Context: an optimization exercise on an open-source flow, tuned for small area and a short achievable clock period. The choices shown serve that exercise and are no tape-out recipe.
The RTL was checked by simulation tests, not by an equivalence proof against the original design.

## the reference run
## synthesis_direct_FIR
module synthesis_direct_FIR(out, inp, clk, rstn);
    localparam X_SIZE = 16;    
    localparam Y_SIZE = 26;    
    output [Y_SIZE-1:0] out;
    input [X_SIZE-1:0] inp;
    input clk, rstn;
    direct_FIR DIR_FIR(.out(out), .inp(inp), .clk(clk), .rstn(rstn));
endmodule
==> flow/config.mk <==
export PLATFORM = sky130hd
export DESIGN_NAME = synthesis_direct_FIR
export DESIGN_NICKNAME = synthesis_direct_FIR
export VERILOG_FILES = /design/flow/design.v
export SDC_FILE = /design/flow/constraint.sdc
export NUM_CORES = 4
export LEC_CHECK = 0
export CAP_MARGIN = 20
export CORE_MARGIN = 2
export CORE_UTILIZATION = 65
export CTS_BUF_LIST = sky130_fd_sc_hd__clkbuf_16
export CTS_CLUSTER_DIAMETER = 80
export CTS_CLUSTER_SIZE = 25
export SLEW_MARGIN = 20
export SYNTH_HIERARCHICAL = 1
export SYNTH_MINIMUM_KEEP_SIZE = 0
==> flow/constraint.sdc <==
create_clock -name core_clock -period 11.5 [get_ports {clk}]
set_input_delay 2.3000 -clock core_clock [delete_from_list [all_inputs] [get_ports {clk}]]
set_output_delay 2.3000 -clock core_clock [all_outputs]
set_load 0.01 [all_outputs]
standard.sh (not shown) runs the stock make flow with config.mk's settings and CLKGATE_MAP_FILE= SYNTH_SCRIPT=/design/flow/synth_recipe.tcl, a recipe that flattens the netlist after the stock synthesis.
==> flow/flow/run.sh <==
#!/bin/bash
# Own layout flow: the standard ORFS flow, with the port buffers built
# from regular buffers instead of delay buffers, and setup repair asked to
# leave a margin (SETUP_MARGIN ns) so that it also works on paths that
# already meet the design's clock period.
set -euo pipefail
cd "$(dirname "$0")/.."
export BUFFER_PORTS_ARGS="-buffer_cell sky130_fd_sc_hd__buf_2"
export SETUP_SLACK_MARGIN=${SETUP_MARGIN:-7.95}
bash standard.sh > standard_make.log 2>&1
The reference run has completed all stages; timing, DRC and antenna checks passed.
Here is what was changed in the inputs of the trial run compared with the reference run.
--- a/flow/flow/run.sh
+++ b/flow/flow/run.sh
@@ -7,4 +7,4 @@
 cd "$(dirname "$0")/.."
 export BUFFER_PORTS_ARGS="-buffer_cell sky130_fd_sc_hd__buf_2"
-export SETUP_SLACK_MARGIN=${SETUP_MARGIN:-7.95}
+export SETUP_SLACK_MARGIN=${SETUP_MARGIN:-8.25}
 bash standard.sh > standard_make.log 2>&1
Findings:
- The via density per instance number comes out lower for the trial run vs the reference run.
- Compared the trial run vs the reference run, and global-route track usage on met1 is down in the trial run.
- In the final design statistics, the trial run uses more standard cells in total than the reference run.
- The trial run went all the way through the flow, and no timing, DRC or antenna check failed.
- Between the reference run and the trial run, the wire length is lower for the reference run.


Another version of the RTL of synthesis_direct_FIR (not shown whole).
Size: roughly 220 flip-flops, about 44 I/O pins, about 16000 µm² of cells after synthesis.
Settings: LEC_CHECK=0, CAP_MARGIN=20, CORE_MARGIN=2, CORE_UTILIZATION=40, SLEW_MARGIN=20, SYNTH_HIERARCHICAL=1, SYNTH_MINIMUM_KEEP_SIZE=0; clock period 11.5 ns.
run.sh (not shown) runs the stock make flow with config.mk's settings and CLKGATE_MAP_FILE= SYNTH_SCRIPT=/design/flow/synth_recipe.tcl, a recipe that flattens the netlist after the stock synthesis.
Stock flow here: none of the scripts above is used.
The first run completed with no timing, DRC or antenna violations.
Then changed:
==> flow/flow/run.sh (new file) <==
#!/bin/bash
# Own layout flow: the standard ORFS flow, with the port buffers built
# from regular buffers instead of delay buffers, and setup repair asked to
# leave a margin (SETUP_MARGIN ns) so that it also works on paths that
# already meet the design's clock period.
set -euo pipefail
cd "$(dirname "$0")/.."
export BUFFER_PORTS_ARGS="-buffer_cell sky130_fd_sc_hd__buf_4"
export SETUP_SLACK_MARGIN=${SETUP_MARGIN:-8}
bash standard.sh > standard_make.log 2>&1
==> flow/standard.sh (new file) <==
#!/bin/bash
# synth_recipe.tcl (not shown) runs the flow's synth.tcl, then flattens the netlist and writes it again
# the make line also repeats each setting of config.mk as NAME=value (left out here)
make -C /OpenROAD-flow-scripts/flow DESIGN_CONFIG=/design/flow/config.mk WORK_HOME=/design/flow/orfs CLKGATE_MAP_FILE= SYNTH_SCRIPT=/design/flow/synth_recipe.tcl "${@:-finish}"
CTS_BUF_LIST = sky130_fd_sc_hd__clkbuf_4 sky130_fd_sc_hd__clkbuf_8   (was unset)
CTS_CLUSTER_DIAMETER = 60   (was unset)
CTS_CLUSTER_SIZE = 30   (was unset)
removed: flow/run.sh
The new run produced a clean layout.
Routed wire length went down slightly.
Cell area is about the same.
Final cell count went up slightly.
Then changed:
==> flow/run.sh (new file) <==
#!/bin/bash
# synth_recipe.tcl (not shown) runs the flow's synth.tcl, then flattens the netlist and writes it again
# the make line also repeats each setting of config.mk as NAME=value (left out here)
make -C /OpenROAD-flow-scripts/flow DESIGN_CONFIG=/design/flow/config.mk WORK_HOME=/design/flow/orfs CLKGATE_MAP_FILE= SYNTH_SCRIPT=/design/flow/synth_recipe.tcl finish
CTS_BUF_LIST = sky130_fd_sc_hd__clkbuf_8   (was sky130_fd_sc_hd__clkbuf_4 sky130_fd_sc_hd__clkbuf_8)
CTS_CLUSTER_DIAMETER = unset   (was 60)
CTS_CLUSTER_SIZE = 20   (was 30)
removed: flow/flow/run.sh
removed: flow/standard.sh
After rerunning: The new run produced a clean layout. Setup slack degrades by 360 ps. Area after synthesis does not change. Utilization is lower by 0.14 points. Cell area drops by 0.31%. Fmax decreases by 9.2%. Clock skew shrinks by 33 ps.
Then changed:
CTS_BUF_LIST = sky130_fd_sc_hd__clkbuf_4 sky130_fd_sc_hd__clkbuf_8   (was sky130_fd_sc_hd__clkbuf_8)
CTS_CLUSTER_DIAMETER = 60   (was unset)
CTS_CLUSTER_SIZE = 30   (was 20)
Effect: Maximum frequency is about the same. Wire length goes down slightly. Setup slack is worse by 6.0 ps. Global-route usage came out lower by 0.41 points. Count of clock-buffer cells in the layout goes down by 22. Die area is unchanged. Worst hold slack gets worse by 4.6 ps.


== build 1 ==
RTL: one of the versions met above, not the one the previous note started from.
For scale: ~1,000 cells after synthesis, ~210 flip-flops.
Design synthesis_direct_FIR, start of the top module:
module synthesis_direct_FIR(out, inp, clk, rstn);
    localparam X_SIZE = 16;    
    localparam Y_SIZE = 26;    
    output [Y_SIZE-1:0] out;
    input [X_SIZE-1:0] inp;
    input clk, rstn;
    direct_FIR DIR_FIR(.out(out), .inp(inp), .clk(clk), .rstn(rstn));
endmodule
Settings: LEC_CHECK=0, CAP_MARGIN=20, CORE_MARGIN=2, CORE_UTILIZATION=65, CTS_BUF_LIST=sky130_fd_sc_hd__clkbuf_16, CTS_CLUSTER_DIAMETER=80, CTS_CLUSTER_SIZE=25, SLEW_MARGIN=20, SYNTH_HIERARCHICAL=1, SYNTH_MINIMUM_KEEP_SIZE=0; clock period 11.5 ns.
standard.sh (not shown) runs the stock make flow with config.mk's settings and CLKGATE_MAP_FILE= SYNTH_SCRIPT=/design/flow/synth_recipe.tcl, a recipe that flattens the netlist after the stock synthesis.
==> flow/flow/run.sh <==
#!/bin/bash
# Own layout flow: the standard ORFS flow, with the port buffers built
# from regular buffers instead of delay buffers, and setup repair asked to
# leave a margin (SETUP_MARGIN ns) so that it also works on paths that
# already meet the design's clock period.
set -euo pipefail
cd "$(dirname "$0")/.."
export BUFFER_PORTS_ARGS="-buffer_cell sky130_fd_sc_hd__buf_2"
export SETUP_SLACK_MARGIN=${SETUP_MARGIN:-8.1}
bash standard.sh > standard_make.log 2>&1
diff inputs: build 1 => build 21
- putting TNS_END_PERCENT at 5 where nothing was set
### Flow results
Build 21 vs. build 1: final area went down by 0.66%.
Relative to build 1, build 21 degrades setup slack.
Sort build 1 and build 21 by depth of the worst register-to-register path, descending, and build 21 comes first.
Edits applied to the flow inputs when going from build 21 to build 17:
- putting SETUP_SLACK_MARGIN at 5 where nothing was set
- clearing TNS_END_PERCENT, which used to be 5
==> flow/run.sh (new file) <==
#!/bin/bash
# synth_recipe.tcl (not shown) runs the flow's synth.tcl, then flattens the netlist and writes it again
# the make line also repeats each setting of config.mk as NAME=value (left out here)
make -C /OpenROAD-flow-scripts/flow DESIGN_CONFIG=/design/flow/config.mk WORK_HOME=/design/flow/orfs CLKGATE_MAP_FILE= SYNTH_SCRIPT=/design/flow/synth_recipe.tcl finish
removed: flow/flow/run.sh
removed: flow/standard.sh
Results
- Taking build 21 as 1.0, build 17 lands at 0.942 on met2 wire length.
- A top routing layer in use of met4 is what build 21 shows, while met5 belongs to build 17.
- Looking at area of combinational cells with multiple inputs, build 17 sits below build 21.
- | final critical-path setup slack | build 17 vs build 21 | worse |
- Of build 17 and build 21, it is build 17 that has the higher cell area.
- Side by side, number of cells on the critical path turned out higher in build 17 than in build 21.
- Build 17 vs. build 21: total length of routed wires went down by 4.5%.
Relative to build 17, the following input files were edited for build 59:
- removing SETUP_SLACK_MARGIN (formerly 5)
- changing CTS_CLUSTER_DIAMETER from 80 to 90
- changing CTS_CLUSTER_SIZE from 25 to 30
==> flow/flow/run.sh (new file) <==
#!/bin/bash
# Own layout flow: the standard ORFS flow, with the port buffers built
# from regular buffers instead of delay buffers, and setup repair asked to
# leave a margin (SETUP_MARGIN ns) so that it also works on paths that
# already meet the design's clock period.
set -euo pipefail
cd "$(dirname "$0")/.."
export BUFFER_PORTS_ARGS="-buffer_cell sky130_fd_sc_hd__buf_2"
export SETUP_SLACK_MARGIN=${SETUP_MARGIN:-8.1}
bash standard.sh > standard_make.log 2>&1
==> flow/standard.sh (new file) <==
#!/bin/bash
# synth_recipe.tcl (not shown) runs the flow's synth.tcl, then flattens the netlist and writes it again
# the make line also repeats each setting of config.mk as NAME=value (left out here)
make -C /OpenROAD-flow-scripts/flow DESIGN_CONFIG=/design/flow/config.mk WORK_HOME=/design/flow/orfs CLKGATE_MAP_FILE= SYNTH_SCRIPT=/design/flow/synth_recipe.tcl "${@:-finish}"
removed: flow/run.sh
==> comparison <==
- When the final numbers for build 59 and build 17 were put side by side, the cell area after layout turned out to be smaller in build 59.
- Compared with build 17, build 59 shows a lower placed standard-cell area.
- Number of cells on the worst reg-to-reg path down 5 in build 59 wrt build 17
- Going from build 17 to build 59, clock latency on the worst-skew pair saw a decrease; fraction of area in multi-input gates saw an increase.

-- afterwards: timing with drivers on the ports --
Ports are ideal in the flow. The routed layouts listed here were re-timed in OpenROAD.
Step 1, drivers: a clkbuf_16 drives clk and a buf_2 each remaining input, both assumed.
Step 2 also shifts input and output timing later by t, the mid clock arrival at the registers, as if the neighbouring blocks saw the same clock.
a / b / c = no drivers / after step 1 / after step 2; a / b = the first two.
run	t, ns	setup WS [ns]	worst setup path after step 2	clock arrival spread, ns
the reference run	0.544	8.069 / 8.069 / 8.069	register to register	0.016 / 0.016
the trial run	0.541	8.152 / 8.152 / 8.152	register to register	0.018 / 0.018
the first run of note 2	0.601	7.667 / 7.648 / 7.667	register to register	0.014 / 0.013
the second run of note 2	0.616	8.009 / 8.009 / 8.009	register to register	0.054 / 0.054
the third run of note 2	0.623	7.653 / 7.624 / 7.653	register to register	0.020 / 0.021
the fourth run of note 2	0.629	7.647 / 7.612 / 7.647	register to register	0.032 / 0.033
build 1	0.542	8.144 / 8.144 / 8.144	register to register	0.020 / 0.019
build 21	0.544	8.114 / 8.114 / 8.114	register to register	0.019 / 0.019
build 17	0.542	7.788 / 7.788 / 7.788	register to register	0.030 / 0.030
build 59	0.536	8.142 / 8.142 / 8.142	register to register	0.018 / 0.019
After both steps setup and hold are still met in every run listed.
